Source: an optimization exercise on an open RTL-to-GDS flow (aim: small area, a short achievable clock period and few clock cycles per item). Production flows keep margins and buffers that such runs may drop.
The RTL was checked by simulation tests, not by an equivalence proof against the original design.
Power is estimated from default activity; no workload was simulated.

==> flow/design.v <==
module sampledec(received,clk,start,ctrl,corrected,decodedOp,nerr,done);
  input [14:0] received; input clk; input start; input ctrl;
  output [7:0] corrected; output [1:0] nerr; output [14:0] decodedOp; output done;
  reg done_q, ctrl_q;
  always @(posedge clk) begin ctrl_q <= ctrl; if (start) done_q <= 1'b1; end
  assign done = done_q;
  wire t_1; bx2 u_t_1(.a(received[3]),.b(received[10]),.y(t_1));
  wire t_2; bx2 u_t_2(.a(received[7]),.b(received[9]),.y(t_2));
  wire t_3; bx2 u_t_3(.a(t_1),.b(t_2),.y(t_3));
  wire t_4; bx2 u_t_4(.a(received[2]),.b(received[13]),.y(t_4));
  wire t_5; bx2 u_t_5(.a(received[4]),.b(received[5]),.y(t_5));
  wire t_6; bx2 u_t_6(.a(t_4),.b(t_5),.y(t_6));
  wire x1; bx2 u_x1(.a(t_3),.b(t_6),.y(x1));
  wire t_7; bx2 u_t_7(.a(received[2]),.b(received[14]),.y(t_7));
  wire t_8; bx2 u_t_8(.a(received[9]),.b(received[11]),.y(t_8));
  wire t_9; bx2 u_t_9(.a(t_7),.b(t_8),.y(t_9));
  wire t_10; bx2 u_t_10(.a(received[6]),.b(received[13]),.y(t_10));
  wire t_11; bx2 u_t_11(.a(received[7]),.b(received[8]),.y(t_11));
  wire t_12; bx2 u_t_12(.a(t_10),.b(t_11),.y(t_12));
  wire x5; bx2 u_x5(.a(t_9),.b(t_12),.y(x5));
  wire t_13; bx2 u_t_13(.a(received[0]),.b(received[13]),.y(t_13));
  wire t_14; bx2 u_t_14(.a(received[1]),.b(received[9]),.y(t_14));
  wire t_15; bx2 u_t_15(.a(t_13),.b(t_14),.y(t_15));
  wire t_16; bx2 u_t_16(.a(received[4]),.b(received[8]),.y(t_16));
  wire t_17; bx2 u_t_17(.a(received[10]),.b(received[11]),.y(t_17));
  wire t_18; bx2 u_t_18(.a(t_16),.b(t_17),.y(t_18));
  wire x7; bx2 u_x7(.a(t_15),.b(t_18),.y(x7));
  wire t_19; bx2 u_t_19(.a(received[1]),.b(received[5]),.y(t_19));
  wire t_20; bx2 u_t_20(.a(received[10]),.b(received[12]),.y(t_20));
  wire t_21; bx2 u_t_21(.a(t_19),.b(t_20),.y(t_21));
  wire x8; bx2 u_x8(.a(t_21),.b(t_9),.y(x8));
  wire t_22; bx2 u_t_22(.a(t_1),.b(t_5),.y(t_22));
  wire lm6; bx2 u_lm6(.a(t_12),.b(t_22),.y(lm6));
  wire lm7 = t_6;
  wire lm8 = t_18;
  wire t_23; bx2 u_t_23(.a(t_13),.b(t_16),.y(t_23));
  wire lm9; bx2 u_lm9(.a(t_21),.b(t_23),.y(lm9));
  wire t_24; bx2 u_t_24(.a(t_19),.b(t_11),.y(t_24));
  wire lm10 = t_24;
  wire x2; bx2 u_x2(.a(x1),.b(x5),.y(x2));
  wire x14; bx2 u_x14(.a(x1),.b(x7),.y(x14));
  wire x10; bx2 u_x10(.a(x1),.b(x8),.y(x10));
  wire x13; bx2 u_x13(.a(x5),.b(x7),.y(x13));
  wire x4; bx2 u_x4(.a(x5),.b(x8),.y(x4));
  wire x11; bx2 u_x11(.a(x7),.b(x8),.y(x11));
  wire s1z = ~(x1 | x5 | x7 | x8);
  wire s3z = ~(lm6 | lm7 | lm8 | lm9);
  wire zz = s1z & s3z;
  wire cn0 = ~(x5 | x10);
  wire cn1 = ~(x1 | x11);
  wire cn2 = ~(x2 | x7);
  wire cn3 = ~(x8 | x13);
  wire cn4 = ~(x4 | x14);
  wire sz0 = (x1 | zz);
  wire sz1 = (x4 | zz);
  wire sz2 = (x2 | zz);
  wire t_25; bxn2 u_t_25(.a(lm6),.b(cn0),.y(t_25));
  wire t_26; bx2 u_t_26(.a(lm7),.b(cn1),.y(t_26));
  wire t_27; bx2 u_t_27(.a(lm8),.b(cn2),.y(t_27));
  wire t_28; bxn2 u_t_28(.a(lm9),.b(cn3),.y(t_28));
  wire t_29; bx2 u_t_29(.a(lm10),.b(cn4),.y(t_29));
  reg [14:0] r; reg [10:0] sq;
  always @(posedge clk) if (start) begin r <= received; sq <= {t_29, t_28, t_27, t_26, t_25, x11, x7, x14, sz2, sz1, sz0}; end
  wire fn0; bxn2 u_fn0(.a(sq[2]),.b(sq[6]),.y(fn0));
  wire fn1; bx2 u_fn1(.a(sq[5]),.b(sq[7]),.y(fn1));
  wire fn2; bx2 u_fn2(.a(sq[4]),.b(sq[8]),.y(fn2));
  wire fn3; bxn2 u_fn3(.a(sq[5]),.b(sq[9]),.y(fn3));
  wire fn4; bx2 u_fn4(.a(sq[3]),.b(sq[10]),.y(fn4));
  wire fn5; bxn2 u_fn5(.a(sq[1]),.b(sq[6]),.y(fn5));
  wire fn7; bx2 u_fn7(.a(sq[2]),.b(sq[8]),.y(fn7));
  wire fn8; bxn2 u_fn8(.a(sq[1]),.b(sq[9]),.y(fn8));
  wire fn10; bxn2 u_fn10(.a(sq[0]),.b(sq[6]),.y(fn10));
  wire fn11; bx2 u_fn11(.a(sq[0]),.b(sq[7]),.y(fn11));
  wire fn13; bxn2 u_fn13(.a(sq[4]),.b(sq[9]),.y(fn13));
  wire fn14; bx2 u_fn14(.a(sq[1]),.b(sq[10]),.y(fn14));
  wire nfl0; bnand4 u_nfl0(.a(fn8),.b(fn4),.c(fn2),.d(fn1),.y(nfl0));
  wire nfl1; bnand4 u_nfl1(.a(sq[10]),.b(fn5),.c(fn3),.d(fn2),.y(nfl1));
  wire nfl2; bnand4 u_nfl2(.a(fn10),.b(sq[7]),.c(fn4),.d(fn3),.y(nfl2));
  wire nfl3; bnand4 u_nfl3(.a(fn11),.b(fn7),.c(fn5),.d(fn4),.y(nfl3));
  wire nfl4; bnand4 u_nfl4(.a(sq[8]),.b(fn8),.c(sq[7]),.d(fn5),.y(nfl4));
  wire nfl5; bnand4 u_nfl5(.a(fn13),.b(sq[10]),.c(fn7),.d(sq[7]),.y(nfl5));
  wire nfl6; bnand4 u_nfl6(.a(fn14),.b(fn10),.c(fn8),.d(fn7),.y(nfl6));
  wire nfl7; bnand4 u_nfl7(.a(fn0),.b(fn11),.c(sq[10]),.d(fn8),.y(nfl7));
  wire nfl8; bnand4 u_nfl8(.a(fn1),.b(sq[8]),.c(fn10),.d(sq[10]),.y(nfl8));
  wire nfl9; bnand4 u_nfl9(.a(fn2),.b(fn13),.c(fn11),.d(fn10),.y(nfl9));
  wire nfl10; bnand4 u_nfl10(.a(fn3),.b(fn14),.c(sq[8]),.d(fn11),.y(nfl10));
  wire nfl11; bnand4 u_nfl11(.a(fn4),.b(fn0),.c(fn13),.d(sq[8]),.y(nfl11));
  wire nfl12; bnand4 u_nfl12(.a(fn5),.b(fn1),.c(fn14),.d(fn13),.y(nfl12));
  wire nfl13; bnand4 u_nfl13(.a(sq[7]),.b(fn2),.c(fn0),.d(fn14),.y(nfl13));
  wire nfl14; bnand4 u_nfl14(.a(fn7),.b(fn3),.c(fn1),.d(fn0),.y(nfl14));
  wire dn0; bx2 u_dn0(.a(r[0]),.b(nfl0),.y(dn0));
  wire dn1; bx2 u_dn1(.a(r[1]),.b(nfl1),.y(dn1));
  wire dn2; bx2 u_dn2(.a(r[2]),.b(nfl2),.y(dn2));
  wire dn3; bx2 u_dn3(.a(r[3]),.b(nfl3),.y(dn3));
  wire dn4; bx2 u_dn4(.a(r[4]),.b(nfl4),.y(dn4));
  wire dn5; bx2 u_dn5(.a(r[5]),.b(nfl5),.y(dn5));
  wire dn6; bx2 u_dn6(.a(r[6]),.b(nfl6),.y(dn6));
  wire dn7; bx2 u_dn7(.a(r[7]),.b(nfl7),.y(dn7));
  wire dn8; bx2 u_dn8(.a(r[8]),.b(nfl8),.y(dn8));
  wire dn9; bx2 u_dn9(.a(r[9]),.b(nfl9),.y(dn9));
  wire dn10; bx2 u_dn10(.a(r[10]),.b(nfl10),.y(dn10));
  wire dn11; bx2 u_dn11(.a(r[11]),.b(nfl11),.y(dn11));
  wire dn12; bx2 u_dn12(.a(r[12]),.b(nfl12),.y(dn12));
  wire dn13; bx2 u_dn13(.a(r[13]),.b(nfl13),.y(dn13));
  wire dn14; bx2 u_dn14(.a(r[14]),.b(nfl14),.y(dn14));
  assign decodedOp = ~{dn14, dn13, dn12, dn11, dn10, dn9, dn8, dn7, dn6, dn5, dn4, dn3, dn2, dn1, dn0};
  wire t_30; bx2 u_t_30(.a(sq[4]),.b(sq[5]),.y(t_30));
  wire ty0; bx2 u_ty0(.a(t_30),.b(sq[6]),.y(ty0));
  wire t_31; bx2 u_t_31(.a(sq[0]),.b(sq[5]),.y(t_31));
  wire ty1; bxn2 u_ty1(.a(t_31),.b(sq[7]),.y(ty1));
  wire t_32; bx2 u_t_32(.a(sq[2]),.b(sq[4]),.y(t_32));
  wire ty2; bxn2 u_ty2(.a(t_32),.b(sq[8]),.y(ty2));
  wire t_33; bx2 u_t_33(.a(sq[0]),.b(sq[2]),.y(t_33));
  wire ty3; bx2 u_ty3(.a(t_33),.b(sq[9]),.y(ty3));
  wire n0; bnor4 u_n0(.a(ty0),.b(ty1),.c(ty2),.d(ty3),.y(n0));
  wire n1; bn1 u_n1(.nf({nfl14, nfl13, nfl12, nfl11, nfl10, nfl9, nfl8, nfl7, nfl6, nfl5, nfl4, nfl3, nfl2, nfl1, nfl0}),.n0(n0),.y(n1));
  assign nerr = {n1, n0};
  wire co0; bmuxi u_co0(.s(ctrl_q),.a(dn0),.b(dn7),.y(co0));
  wire co1; bmuxi u_co1(.s(ctrl_q),.a(dn1),.b(dn8),.y(co1));
  wire co2; bmuxi u_co2(.s(ctrl_q),.a(dn2),.b(dn9),.y(co2));
  wire co3; bmuxi u_co3(.s(ctrl_q),.a(dn3),.b(dn10),.y(co3));
  wire co4; bmuxi u_co4(.s(ctrl_q),.a(dn4),.b(dn11),.y(co4));
  wire co5; bmuxi u_co5(.s(ctrl_q),.a(dn5),.b(dn12),.y(co5));
  wire co6; bmuxi u_co6(.s(ctrl_q),.a(dn6),.b(dn13),.y(co6));
  assign corrected = {decodedOp[14] & ctrl_q, co6, co5, co4, co3, co2, co1, co0};
endmodule
module bx2(input a, input b, output y); assign y = a ^ b; endmodule
module bnor4(input a, input b, input c, input d, output y); assign y = ~(a|b|c|d); endmodule
module bmux(input s, input a, input b, output y); assign y = s ? b : a; endmodule
module bmuxi(input s, input a, input b, output y); assign y = ~(s ? b : a); endmodule
module bn1(input [14:0] nf, input n0, output y); assign y = ~(&nf) & ~n0; endmodule
module bxn2(input a, input b, output y); assign y = ~(a ^ b); endmodule
module bnand4(input a, input b, input c, input d, output y); assign y = ~(a&b&c&d); endmodule
clock: 7.0 ns
lec_check: 0
cap_margin: 20
core_margin: 2
core_utilization: 40
slew_margin: 20
synth_hierarchical: 1
standard.sh (not shown) runs the stock make flow with config.mk's settings and CLKGATE_MAP_FILE= SYNTH_SCRIPT=/design/flow/synth_recipe.tcl, a recipe that flattens the netlist after the stock synthesis.
==> flow/flow/run.sh <==
#!/bin/bash
# The standard layout (standard.sh) with: every port buffered by one fixed cell type,
# power recovery (downsizing of non-critical cells) after global routing, and optional
# extra ORFS settings. The flow's full output goes to standard.log in this folder.
export BUFFER_PORTS_ARGS="-buffer_cell sky130_fd_sc_hd__buf_1"
export RECOVER_POWER=100

bash standard.sh > standard.log 2>&1
The starting point passed the timing, design-rule and antenna checks.
Testbench counts at the start, summed over its fixed seeds: cycles 4,000, items 4,000.
Change:
--- a/flow/design.v
+++ b/flow/design.v
@@ -88,22 +88,22 @@
   wire nfl12; bnand4 u_nfl12(.a(fn5),.b(fn1),.c(fn14),.d(fn13),.y(nfl12));
   wire nfl13; bnand4 u_nfl13(.a(sq[7]),.b(fn2),.c(fn0),.d(fn14),.y(nfl13));
   wire nfl14; bnand4 u_nfl14(.a(fn7),.b(fn3),.c(fn1),.d(fn0),.y(nfl14));
-  wire dn0; bx2 u_dn0(.a(r[0]),.b(nfl0),.y(dn0));
-  wire dn1; bx2 u_dn1(.a(r[1]),.b(nfl1),.y(dn1));
-  wire dn2; bx2 u_dn2(.a(r[2]),.b(nfl2),.y(dn2));
-  wire dn3; bx2 u_dn3(.a(r[3]),.b(nfl3),.y(dn3));
-  wire dn4; bx2 u_dn4(.a(r[4]),.b(nfl4),.y(dn4));
-  wire dn5; bx2 u_dn5(.a(r[5]),.b(nfl5),.y(dn5));
-  wire dn6; bx2 u_dn6(.a(r[6]),.b(nfl6),.y(dn6));
-  wire dn7; bx2 u_dn7(.a(r[7]),.b(nfl7),.y(dn7));
-  wire dn8; bx2 u_dn8(.a(r[8]),.b(nfl8),.y(dn8));
-  wire dn9; bx2 u_dn9(.a(r[9]),.b(nfl9),.y(dn9));
-  wire dn10; bx2 u_dn10(.a(r[10]),.b(nfl10),.y(dn10));
-  wire dn11; bx2 u_dn11(.a(r[11]),.b(nfl11),.y(dn11));
-  wire dn12; bx2 u_dn12(.a(r[12]),.b(nfl12),.y(dn12));
-  wire dn13; bx2 u_dn13(.a(r[13]),.b(nfl13),.y(dn13));
-  wire dn14; bx2 u_dn14(.a(r[14]),.b(nfl14),.y(dn14));
-  assign decodedOp = ~{dn14, dn13, dn12, dn11, dn10, dn9, dn8, dn7, dn6, dn5, dn4, dn3, dn2, dn1, dn0};
+  wire d0; bxn2 u_d0(.a(r[0]),.b(nfl0),.y(d0));
+  wire d1; bxn2 u_d1(.a(r[1]),.b(nfl1),.y(d1));
+  wire d2; bxn2 u_d2(.a(r[2]),.b(nfl2),.y(d2));
+  wire d3; bxn2 u_d3(.a(r[3]),.b(nfl3),.y(d3));
+  wire d4; bxn2 u_d4(.a(r[4]),.b(nfl4),.y(d4));
+  wire d5; bxn2 u_d5(.a(r[5]),.b(nfl5),.y(d5));
+  wire d6; bxn2 u_d6(.a(r[6]),.b(nfl6),.y(d6));
+  wire d7; bxn2 u_d7(.a(r[7]),.b(nfl7),.y(d7));
+  wire d8; bxn2 u_d8(.a(r[8]),.b(nfl8),.y(d8));
+  wire d9; bxn2 u_d9(.a(r[9]),.b(nfl9),.y(d9));
+  wire d10; bxn2 u_d10(.a(r[10]),.b(nfl10),.y(d10));
+  wire d11; bxn2 u_d11(.a(r[11]),.b(nfl11),.y(d11));
+  wire d12; bxn2 u_d12(.a(r[12]),.b(nfl12),.y(d12));
+  wire d13; bxn2 u_d13(.a(r[13]),.b(nfl13),.y(d13));
+  wire d14; bxn2 u_d14(.a(r[14]),.b(nfl14),.y(d14));
+  assign decodedOp = {d14, d13, d12, d11, d10, d9, d8, d7, d6, d5, d4, d3, d2, d1, d0};
   wire t_30; bx2 u_t_30(.a(sq[4]),.b(sq[5]),.y(t_30));
   wire ty0; bx2 u_ty0(.a(t_30),.b(sq[6]),.y(ty0));
   wire t_31; bx2 u_t_31(.a(sq[0]),.b(sq[5]),.y(t_31));
@@ -115,19 +115,18 @@
   wire n0; bnor4 u_n0(.a(ty0),.b(ty1),.c(ty2),.d(ty3),.y(n0));
   wire n1; bn1 u_n1(.nf({nfl14, nfl13, nfl12, nfl11, nfl10, nfl9, nfl8, nfl7, nfl6, nfl5, nfl4, nfl3, nfl2, nfl1, nfl0}),.n0(n0),.y(n1));
   assign nerr = {n1, n0};
-  wire co0; bmuxi u_co0(.s(ctrl_q),.a(dn0),.b(dn7),.y(co0));
-  wire co1; bmuxi u_co1(.s(ctrl_q),.a(dn1),.b(dn8),.y(co1));
-  wire co2; bmuxi u_co2(.s(ctrl_q),.a(dn2),.b(dn9),.y(co2));
-  wire co3; bmuxi u_co3(.s(ctrl_q),.a(dn3),.b(dn10),.y(co3));
-  wire co4; bmuxi u_co4(.s(ctrl_q),.a(dn4),.b(dn11),.y(co4));
-  wire co5; bmuxi u_co5(.s(ctrl_q),.a(dn5),.b(dn12),.y(co5));
-  wire co6; bmuxi u_co6(.s(ctrl_q),.a(dn6),.b(dn13),.y(co6));
+  wire co0; bmux u_co0(.s(ctrl_q),.a(d0),.b(d7),.y(co0));
+  wire co1; bmux u_co1(.s(ctrl_q),.a(d1),.b(d8),.y(co1));
+  wire co2; bmux u_co2(.s(ctrl_q),.a(d2),.b(d9),.y(co2));
+  wire co3; bmux u_co3(.s(ctrl_q),.a(d3),.b(d10),.y(co3));
+  wire co4; bmux u_co4(.s(ctrl_q),.a(d4),.b(d11),.y(co4));
+  wire co5; bmux u_co5(.s(ctrl_q),.a(d5),.b(d12),.y(co5));
+  wire co6; bmux u_co6(.s(ctrl_q),.a(d6),.b(d13),.y(co6));
   assign corrected = {decodedOp[14] & ctrl_q, co6, co5, co4, co3, co2, co1, co0};
 endmodule
 module bx2(input a, input b, output y); assign y = a ^ b; endmodule
 module bnor4(input a, input b, input c, input d, output y); assign y = ~(a|b|c|d); endmodule
 module bmux(input s, input a, input b, output y); assign y = s ? b : a; endmodule
-module bmuxi(input s, input a, input b, output y); assign y = ~(s ? b : a); endmodule
 module bn1(input [14:0] nf, input n0, output y); assign y = ~(&nf) & ~n0; endmodule
 module bxn2(input a, input b, output y); assign y = ~(a ^ b); endmodule
 module bnand4(input a, input b, input c, input d, output y); assign y = ~(a&b&c&d); endmodule
The changed run completed with no timing, DRC or antenna violations.
Hold slack gets better by 8.2 ps.
Worst setup slack degrades by 110 ps.
Critical path depth is unchanged.
Routed wire length goes up by 6.4%.
Die area went up by 5.0%.
Sequential share of layout area grows by 0.50 points.
Clock power rose by about 0.5%.
Area after synthesis increases by 5.3%.
Via count shrinks by 2.4%.
Core utilization shrinks by 3.6 points.
Non-clock buffer count is unchanged.
Maximum frequency goes down by 3.1%.
Global-route usage falls by 0.72 points.
Power goes up by 0.71%.
Testbench counts after the change, summed over its fixed seeds: cycles 4,000, items 4,000.

re-timing with driven ports:
The flow's constraints put no driver on any port. The routed layouts listed below were extracted and timed again, unchanged, in two steps.
Step 1 (the two cells are an assumption about what drives the block):
set clk [get_ports {clk}]
set_driving_cell -lib_cell sky130_fd_sc_hd__clkbuf_16 $clk
set_driving_cell -lib_cell sky130_fd_sc_hd__buf_2 [delete_from_list [all_inputs] $clk]
Step 2, shift: input delay + t, output delay - t, t = (earliest + latest rising clock arrival at the registers) / 2. This alone moves slack from input paths to output paths.
Three values: no drivers, after step 1, after step 2; two values: the first two.
run | t, ns | setup WS [ns] | hold WS [ns]
the first run | 0.286 | 3.684 / 3.660 / 3.460 | 1.215 / 1.219 / 1.505
the second run | 0.282 | 3.578 / 3.554 / 3.555 | 1.223 / 1.227 / 1.510
After both steps setup and hold are still met in every run listed. For the first run, which loses most, drivers alone change the setup slack by -0.024 ns; drivers and shift together by -0.224 ns.
